Source: an optimization exercise on an open RTL-to-GDS flow (aim: small area and a short achievable clock period). Production flows keep margins and buffers that such runs may drop.
The RTL was checked by simulation tests, not by an equivalence proof against the original design.
The flow treats the clock pin as an ideal source, which a real chip does not have.

Design MultiTop, start of the top module:
module MultiTop(
    input             clk,
    input      [31:0] a,
    input      [31:0] b,
    output reg [31:0] prod
);
    reg  [31:0] a_q;
    reg  [31:0] b_q;
    wire [31:0] p;
    Multi multi(
        .a(a_q),
        .b(b_q),
        .prod(p)
    );
    always @(posedge clk) begin
        a_q  <= a;
        b_q  <= b;
        prod <= p;
    end
endmodule
For scale: roughly 97 I/O pins, ~12000 um2 of cells after synthesis.
clock: 17.0 ns
lec_check: 0
cap_margin: 50
core_margin: 2
core_utilization: 40
slew_margin: 75
synth_hierarchical: 1
synth_minimum_keep_size: 0
standard.sh (not shown) runs the stock make flow with config.mk's settings and CLKGATE_MAP_FILE= SYNTH_SCRIPT=/design/flow/synth_recipe.tcl, a recipe that flattens the netlist after the stock synthesis.
==> flow/flow/run.sh <==
#!/bin/bash
# The standard layout (the standard.sh, standard synthesis included), except that the
# buffers buffer_ports puts on every input and output port are buf_1 cells rather than the
# clkdlybuf4s50_1 delay cells it picks by default. The make output goes to standard.log;
# ORFS keeps each step's own log under orfs/logs/.
set -euo pipefail
bash standard.sh BUFFER_PORTS_ARGS="-buffer_cell sky130_fd_sc_hd__buf_1" finish > standard.log 2>&1
The starting point completed without violations.
Change:
==> flow/flow/run.sh (replaced) <==
#!/bin/bash
# The standard layout (the standard.sh, standard synthesis included), with two changes:
# - buffer_ports puts buf_1 cells on the ports rather than clkdlybuf4s50_1 delay cells;
# - before the placement-stage repair_design, flow/fanout.tcl sets a max fanout, so that
#   repair_design buffers the high-fanout select nets.
# The make output goes to standard.log; ORFS keeps each step's own log under orfs/logs/.
set -euo pipefail
bash standard.sh BUFFER_PORTS_ARGS="-buffer_cell sky130_fd_sc_hd__buf_1" PRE_RESIZE_TCL="$(pwd)/flow/fanout.tcl" finish > standard.log 2>&1
==> flow/flow/fanout.tcl (new file) <==
# Buffer high-fanout nets (the Booth select lines): repair_design splits any net above this fanout.
set_max_fanout 8 [current_design]
--- a/flow/config.mk
+++ b/flow/config.mk
@@ -7,6 +7,6 @@
 export LEC_CHECK = 0
-export CAP_MARGIN = 50
+export CAP_MARGIN = 20
 export CORE_MARGIN = 2
 export CORE_UTILIZATION = 40
-export SLEW_MARGIN = 75
+export SLEW_MARGIN = 20
 export SYNTH_HIERARCHICAL = 1
Outcome:
- The new run ran to the end with no violations
- final cell count is higher by 8.8%
- routed wire length is higher by 16%
- clock skew hardly moves
- cell area is higher by 8.2%
- flip-flop and latch count stays the same
- register-to-register slack gets worse by 4800 ps
- critical path depth is higher by 8

========
## v6
MultiTop, a different RTL version from the one above (not shown whole).
For scale: ~1100 cells after synthesis, ~96 flip-flops, roughly 97 I/O pins.
Design MultiTop, start of the top module:
module MultiTop(
    input             clk,
    input      [31:0] a,
    input      [31:0] b,
    output reg [31:0] prod
);
    reg  [31:0] a_q;
    reg  [31:0] b_q;
    wire [31:0] p;
    Multi multi(
        .a(a_q),
        .b(b_q),
        .prod(p)
    );
    always @(posedge clk) begin
        a_q  <= a;
        b_q  <= b;
        prod <= p;
    end
endmodule
export LEC_CHECK = 0
export CAP_MARGIN = 20
export CORE_MARGIN = 2
export CORE_UTILIZATION = 40
export CTS_BUF_LIST = sky130_fd_sc_hd__clkbuf_8
export SLEW_MARGIN = 72
export SYNTH_HIERARCHICAL = 1
export SYNTH_MINIMUM_KEEP_SIZE = 0
create_clock -name core_clock -period 17.0 [get_ports {clk}]
==> flow/flow/run.sh <==
#!/bin/bash
set -euo pipefail
SKEW_CELLS="sky130_fd_sc_hd__clkdlybuf4s15_1" \
  bash standard.sh BUFFER_PORTS_ARGS="-buffer_cell sky130_fd_sc_hd__buf_1" PRE_CTS_TCL="$(pwd)/flow/skew.tcl" CTS_ARGS="-sink_clustering_enable -repair_clock_nets -delay_buffer_derate 0 -no_insertion_delay" finish > standard.log 2>&1
==> flow/flow/skew.tcl <==
set block [ord::get_db_block]
set db [ord::get_db]
set clk [$block findNet clk]
set cells [split $::env(SKEW_CELLS) ","]
set flops {}
set sx 0.0
set sy 0.0
foreach i [$block getInsts] {
  if {[string match "prod*" [$i getName]] && [string match "sky130_fd_sc_hd__df*" [[$i getMaster] getName]]} {
    lappend flops $i
    set bb [$i getBBox]
    set sx [expr {$sx + [$bb xMin]}]
    set sy [expr {$sy + [$bb yMin]}]
  }
}
set nf [llength $flops]
puts "skew: $nf product registers"
if {$nf != 32} { error "skew: expected 32 product registers, found $nf" }
set cx [expr {int($sx / $nf)}]
set cy [expr {int($sy / $nf)}]
set prev $clk
set k 0
foreach c $cells {
  set m [$db findMaster $c]
  if {$m eq "NULL" || $m eq ""} { error "skew: no master $c" }
  set inst [odb::dbInst_create $block $m skew_dly_$k]
  set net [odb::dbNet_create $block clk_prod_$k]
  $net setSigType CLOCK
  [$inst findITerm A] connect $prev
  [$inst findITerm X] connect $net
  $inst setLocation $cx $cy
  $inst setPlacementStatus PLACED
  set prev $net
  incr k
}
foreach i $flops {
  set it [$i findITerm CLK]
  $it disconnect
  $it connect $prev
}
puts "skew: product registers now clocked from [$prev getName] through $k cells"
detailed_placement
The inputs of v7 differ from those of v6 as listed below.
- clearing CTS_BUF_LIST, which used to be sky130_fd_sc_hd__clkbuf_8
==> flow/flow/run.sh <==
#!/bin/bash
set -euo pipefail
SKEW_CELLS="sky130_fd_sc_hd__clkdlybuf4s50_1" \
  bash standard.sh BUFFER_PORTS_ARGS="-buffer_cell sky130_fd_sc_hd__buf_1" PRE_CTS_TCL="$(pwd)/flow/skew.tcl" finish > standard.log 2>&1
--- a/flow/flow/skew.tcl
+++ b/flow/flow/skew.tcl
@@ -9 +9 @@
-  if {[string match "prod*" [$i getName]] && [string match "sky130_fd_sc_hd__df*" [[$i getMaster] getName]]} {
+  if {[string match {prod\[*} [$i getName]]} {
Notes after the runs:
Status(v7) = ERROR, stage = clock tree synthesis. Changes observed in v7 relative to v6: number of buffers inserted by port buffering held steady, worst slack after detailed placement saw little to no change, number of nets produced by synthesis has remained practically unchanged. Height of the chip came out exactly the same in v7 and v6. As far as final RePlAce weighted congestion goes, v6 and v7 are indistinguishable; the numbers are identical. As far as per-instance average area after synthesis goes, v7 and v6 are indistinguishable; the numbers are identical. Diff v7..v6 | total cell area at the placement stage | unchanged. Comparing v6 against v7, there is no change at all in post-synth design cell area. v7 -> v6: post-synthesis share of cell area spent on xor and xnor gates delta 0, exact match.

========
## build 97
Starting RTL as in the previous note.
// MultiTop
module MultiTop(
    input             clk,
    input      [31:0] a,
    input      [31:0] b,
    output reg [31:0] prod
);
clock: 17.0 ns
lec_check: 0
cap_margin: 20
core_margin: 2
core_utilization: 40
slew_margin: 75
synth_hierarchical: 1
synth_minimum_keep_size: 0
==> flow/flow/run.sh <==
#!/bin/bash
# The standard layout (the standard.sh, standard synthesis included), except that the
# buffers buffer_ports puts on every input and output port are buf_1 cells rather than the
# clkdlybuf4s50_1 delay cells it picks by default. The make output goes to standard.log;
# ORFS keeps each step's own log under orfs/logs/.
set -euo pipefail
bash standard.sh BUFFER_PORTS_ARGS="-buffer_cell sky130_fd_sc_hd__buf_1" finish > standard.log 2>&1
> inputs changed (build 97 -> build 9)
# build 97
export LEC_CHECK = 0
export CAP_MARGIN = 20
export CORE_MARGIN = 2
export CORE_UTILIZATION = 40
export SLEW_MARGIN = 75
export SYNTH_HIERARCHICAL = 1
export SYNTH_MINIMUM_KEEP_SIZE = 0
create_clock -name core_clock -period 17.0 [get_ports {clk}]
# build 9
export LEC_CHECK = 0
export CAP_MARGIN = 20
export CORE_MARGIN = 2
export CORE_UTILIZATION = 40
export SLEW_MARGIN = 72
export SYNTH_HIERARCHICAL = 1
export SYNTH_MINIMUM_KEEP_SIZE = 0
create_clock -name core_clock -period 17.0 [get_ports {clk}]
Notes after the runs:
Build 9 vs build 97, post-placement setup slack went down by 0.010 ns.
From build 97 to build 9 the numbers moved as follows: global-route wire length before repair now larger, sequential share of layout area essentially unchanged.
Between build 97 and build 9, post-layout instance count excluding filler cells is higher for build 97, build 9 comes in under that.
There was hardly any difference in part of the cycle the worst path needs between build 97 and build 9.
NOTE: met3 layer usage reported by global route in build 9 falls short of that of build 97
What build 27 does differently from build 9 at the input level:
==> flow/flow/run.sh <==
#!/bin/bash
set -euo pipefail
SKEW_CELLS="sky130_fd_sc_hd__clkdlybuf4s18_1" \
  bash standard.sh BUFFER_PORTS_ARGS="-buffer_cell sky130_fd_sc_hd__buf_1" PRE_CTS_TCL="$(pwd)/flow/skew.tcl" CTS_ARGS="-sink_clustering_enable -repair_clock_nets -delay_buffer_derate 0 -no_insertion_delay" finish > standard.log 2>&1
==> flow/flow/skew.tcl (new file) <==
set block [ord::get_db_block]
set db [ord::get_db]
set clk [$block findNet clk]
set cells [split $::env(SKEW_CELLS) ","]
set flops {}
set sx 0.0
set sy 0.0
foreach i [$block getInsts] {
  if {[string match "prod*" [$i getName]] && [string match "sky130_fd_sc_hd__df*" [[$i getMaster] getName]]} {
    lappend flops $i
    set bb [$i getBBox]
    set sx [expr {$sx + [$bb xMin]}]
    set sy [expr {$sy + [$bb yMin]}]
  }
}
set nf [llength $flops]
puts "skew: $nf product registers"
if {$nf != 32} { error "skew: expected 32 product registers, found $nf" }
set cx [expr {int($sx / $nf)}]
set cy [expr {int($sy / $nf)}]
set prev $clk
set k 0
foreach c $cells {
  set m [$db findMaster $c]
  if {$m eq "NULL" || $m eq ""} { error "skew: no master $c" }
  set inst [odb::dbInst_create $block $m skew_dly_$k]
  set net [odb::dbNet_create $block clk_prod_$k]
  $net setSigType CLOCK
  [$inst findITerm A] connect $prev
  [$inst findITerm X] connect $net
  $inst setLocation $cx $cy
  $inst setPlacementStatus PLACED
  set prev $net
  incr k
}
foreach i $flops {
  set it [$i findITerm CLK]
  $it disconnect
  $it connect $prev
}
puts "skew: product registers now clocked from [$prev getName] through $k cells"
detailed_placement
==> summary.txt <==
Timing endpoint of the critical path = prod[0]: build 27; timing endpoint of the critical path = prod[31]: build 9. Critical path class: flop to flop -> build 9, flop to output pin -> build 27. Summary of build 27 over build 9: synthesized cell count saw little to no change, final hold slack went down by 0.64 ns, critical path required time shrank by 3.66 ns. Build 9 -> build 27: final area increased slightly.

==> afterwards: timing with drivers on the ports <==
In the flow no input, the clock included, has a driving cell. The finished layouts below were timed again as built, in two steps. Step 1: set_driving_cell puts a clkbuf_16 on clk and a buf_2 on each other input, an assumption about the parent block. Step 2, shift: input delay + t, output delay - t, t = (earliest + latest rising clock arrival at the registers) / 2. This alone moves slack from input paths to output paths. a / b / c = ideal / step 1 / step 2; a / b = the first two.
run | shift t [ns] | setup WS [ns] | worst setup path after step 2 | clock arrival spread, ns
the first run of note 1 | 0.416 | 11.462 / 11.462 / 11.462 | register to register | 0.015 / 0.015
the second run of note 1 | 0.426 | 6.656 / 6.656 / 6.656 | register to register | 0.016 / 0.016
v6 | 0.706 | 12.136 / 12.113 / 12.136 | register to register | 0.626 / 0.626
build 97 | 0.419 | 11.560 / 11.560 / 11.560 | register to register | 0.009 / 0.009
build 9 | 0.421 | 11.576 / 11.576 / 11.576 | register to register | 0.010 / 0.010
build 27 | 0.713 | 12.149 / 12.099 / 12.150 | register to register | 0.639 / 0.639
In v6 and build 27 the clock reaches the registers at very different times; t lies between them, and the last value is a rough guide only.
